Context: an optimization exercise on an open-source flow, tuned for small area, a short achievable clock period and few clock cycles. The choices shown serve that exercise and are no tape-out recipe. The RTL was checked by simulation tests, not by an equivalence proof against the original design.

## try-pepper
==> flow/design.v (excerpt) <==
module fifo_conv_top(
input clk,
input rst,
input data_valid,
input [7:0] data_i,
output wire idle,
output wire done,
output wire [15:0] data_o,
output wire conv_done
);
assign idle = 1'b1;
reg [7:0] x;           
reg acc;               
reg [7:0] h0, h1;      
reg [2:0] col;         
reg [2:0] row;         
reg signed [10:0] pq;
reg emit;
reg signed [8:0] q0, q1, q2, q3, q4, q5;
reg signed [10:0] out_r;
reg vld_r, done_r;
wire signed [8:0] d = {1'b0, x} - {1'b0, h0};
wire last_col = (col == 3'd4);
wire upd = acc && (col[2] || col[1]);    
always @(posedge clk) begin
  x <= data_i;
  pq <= q0 + (q3 <<< 1);
  out_r <= pq + q5;
  if (acc) begin
    h1 <= x;
    h0 <= h1;
  end
  if (upd) begin
    q0 <= q1; q1 <= q2; q2 <= q3; q3 <= q4; q4 <= q5; q5 <= d;
  end
  if (rst) begin
    acc <= 1'b0;
    col <= 3'd0;
    row <= 3'd0;
    emit <= 1'b0;
    vld_r <= 1'b0;
    done_r <= 1'b0;
  end else begin
    acc <= data_valid;
    emit <= upd && (row[2] || row[1]);
    vld_r <= emit;
    done_r <= (row == 3'd5);
    if (acc) begin
      col <= last_col ? 3'd0 : col + 3'd1;
      if (last_col && row != 3'd5) row <= row + 3'd1;
    end
  end
end
assign data_o = {{5{out_r[10]}}, out_r};
assign conv_done = vld_r;
assign done = done_r;
endmodule
==> flow/config.mk <==
export PLATFORM = sky130hd
export DESIGN_NAME = fifo_conv_top
export DESIGN_NICKNAME = fifo_conv_top
export VERILOG_FILES = /design/flow/design.v
export SDC_FILE = /design/flow/constraint.sdc
export NUM_CORES = 4
export LEC_CHECK = 0
export CAP_MARGIN = 20
export CORE_MARGIN = 2
export CORE_UTILIZATION = 75
export PLACE_DENSITY = 0.85
export SETUP_SLACK_MARGIN = 3.1
export SLEW_MARGIN = 20
==> flow/constraint.sdc <==
create_clock -name core_clock -period 5.0 [get_ports {clk}]
set_input_delay 1.0000 -clock core_clock [delete_from_list [all_inputs] [get_ports {clk}]]
set_output_delay 1.0000 -clock core_clock [all_outputs]
set_load 0.01 [all_outputs]
standard.sh (not shown) runs the stock make flow with config.mk's settings and CLKGATE_MAP_FILE= SYNTH_SCRIPT=/design/flow/synth_recipe.tcl, a recipe that flattens the netlist after the stock synthesis.
==> flow/flow/run.sh <==
#!/bin/bash
# Own layout flow: the standard flow (standard.sh, standard synthesis
# included) with a few extra ORFS settings read from flow/knobs.txt, one
# VAR=value per line. Each tool's full output stays in the ORFS logs under
# orfs/logs; make's own output goes to make_finish.log here.
set -euo pipefail
W=$(pwd)
knobs=()
if [[ -f flow/knobs.txt ]]; then
  while IFS= read -r line; do
    [[ -z "$line" || "$line" == \#* ]] && continue
    knobs+=("${line//@FLOW@/$W/flow}")
  done < flow/knobs.txt
fi
bash standard.sh "${knobs[@]}" finish > make_finish.log 2>&1
==> flow/flow/knobs.txt <==
CTS_ARGS=-sink_clustering_enable -repair_clock_nets -buf_list sky130_fd_sc_hd__clkbuf_16 -sink_clustering_size 60 -sink_clustering_max_diameter 300 -dont_use_dummy_load -sink_buffer_max_cap_derate 1.0
BUFFER_PORTS_ARGS=-buffer_cell sky130_fd_sc_hd__buf_1
Testbench counts of try-pepper, summed over its fixed seeds: cycles 1,624.
#### Input delta (try-amber over try-pepper)
==> flow/flow/knobs.txt <==
CTS_ARGS=-sink_clustering_enable -repair_clock_nets -buf_list sky130_fd_sc_hd__clkbuf_8 -sink_clustering_size 50 -sink_clustering_max_diameter 200 -dont_use_dummy_load
BUFFER_PORTS_ARGS=-buffer_cell sky130_fd_sc_hd__buf_1
--- outcome ---
- On worst hold slack, try-pepper tracks try-amber almost exactly.
- Compared with try-pepper, try-amber shows a higher fraction of standard cell area that is sequential.
- ~same final max-slew violation count in try-pepper and try-amber
- [compare] base=try-pepper new=try-amber: basic-gate share of the synthesized area counting and, or, nand and nor cells neither gained nor lost much, post-layout utilization of the core lost 2.3 points.
- In try-amber, final setup slack of the worst path is higher than in try-pepper.
- For net count of the mapped netlist, try-amber and try-pepper come out practically identical.
- The final reports for try-amber and try-pepper show count of plain and timing-repair buffers in the layout lower in the former.
- Diff try-pepper -> try-amber: routed wire length went down about 18%, final design instance area without fill fell about 2.6%.
diff inputs: try-amber => try-quartz
- CORE_UTILIZATION: 75 -> 40
- PLACE_DENSITY: 0.85 -> unset
==> flow/flow/knobs.txt <==
CTS_ARGS=-sink_clustering_enable -repair_clock_nets -root_buf sky130_fd_sc_hd__clkbuf_16 -buf_list sky130_fd_sc_hd__clkbuf_16 -sink_clustering_size 100 -sink_clustering_max_diameter 500 -dont_use_dummy_load
Results
Summary of the comparison: wire length of the first global-routing pass is lower in try-quartz, relative to try-amber.
Height of the die was lower in try-amber than in try-quartz.
Compared with try-amber, try-quartz shows a maximum cell stage delay along the critical path that is 0.03 ns higher.
The critical path depth was comparable across try-quartz and try-amber.
Comparing try-quartz and try-amber, footprint of the multi-input gates is higher on try-amber.
Modified inputs, try-cedar compared to try-quartz
- CORE_UTILIZATION: 40 -> 60
==> flow/flow/knobs.txt <==
CTS_ARGS=-sink_clustering_enable -repair_clock_nets -buf_list sky130_fd_sc_hd__clkbuf_8 -sink_clustering_size 50 -sink_clustering_max_diameter 200 -dont_use_dummy_load
BUFFER_PORTS_ARGS=-buffer_cell sky130_fd_sc_hd__buf_1
Findings:
Looking at clock latency on the worst-skew pair, try-cedar sits 0.04 ns higher than try-quartz does. Looking at total of fill cells in the finished design, try-cedar sits below try-quartz. try-cedar vs try-quartz: final critical-path setup slack up in try-cedar. try-cedar vs. try-quartz: global-route usage went up by 5.4 points. In try-cedar the final-layout non-clock buffer area share turned out 1.1 points lower than in try-quartz.
For try-harbor, these inputs were changed with respect to try-cedar:
- swapping 60 for 85 in CORE_UTILIZATION
- putting PLACE_DENSITY at 0.9 where nothing was set
--- outcome ---
[compare] base=try-cedar new=try-harbor: global routing met3 resource utilization went up 6.9 points; count of multi-input gates -about 0.6%; final worst hold slack now smaller; area of the multi-input gates climbed 0.92%.

-- port drivers added, routing unchanged --
In the flow no input, the clock included, has a driving cell. The finished layouts below were timed again as built, in two steps. Step 1 sets driving cells, clkbuf_16 on the clock port and buf_2 on the other inputs (assumed; they add their load-dependent delay and slew). Step 2, shift: input delay + t, output delay - t, t = (earliest + latest rising clock arrival at the registers) / 2. This alone moves slack from input paths to output paths. Three values: ideal, step 1, step 2; two values: the first two.
| run | shift t [ns] | setup WS [ns] | worst setup path after step 2 | slew at the worst register clock pin (ns) | pins driven straight from the clock port |
|---|---|---|---|---|---|
| try-pepper | 0.364 | 3.005 / 3.005 / 3.005 | register to register | 0.07 / 0.07 | 1 |
| try-amber | 0.380 | 3.134 / 3.128 / 3.134 | register to register | 0.10 / 0.10 | 1 |
| try-quartz | 0.363 | 3.050 / 3.050 / 3.046 | input to register | 0.07 / 0.07 | 1 |
| try-cedar | 0.383 | 3.086 / 3.086 / 3.086 | register to register | 0.10 / 0.10 | 1 |
| try-harbor | 0.409 | 2.951 / 2.951 / 2.951 | register to register | 0.10 / 0.10 | 1 |
After both steps every run listed still meets setup and hold. The setup slack of try-quartz, which loses most, moves by 0.000 ns with the drivers and by -0.004 ns with both steps.
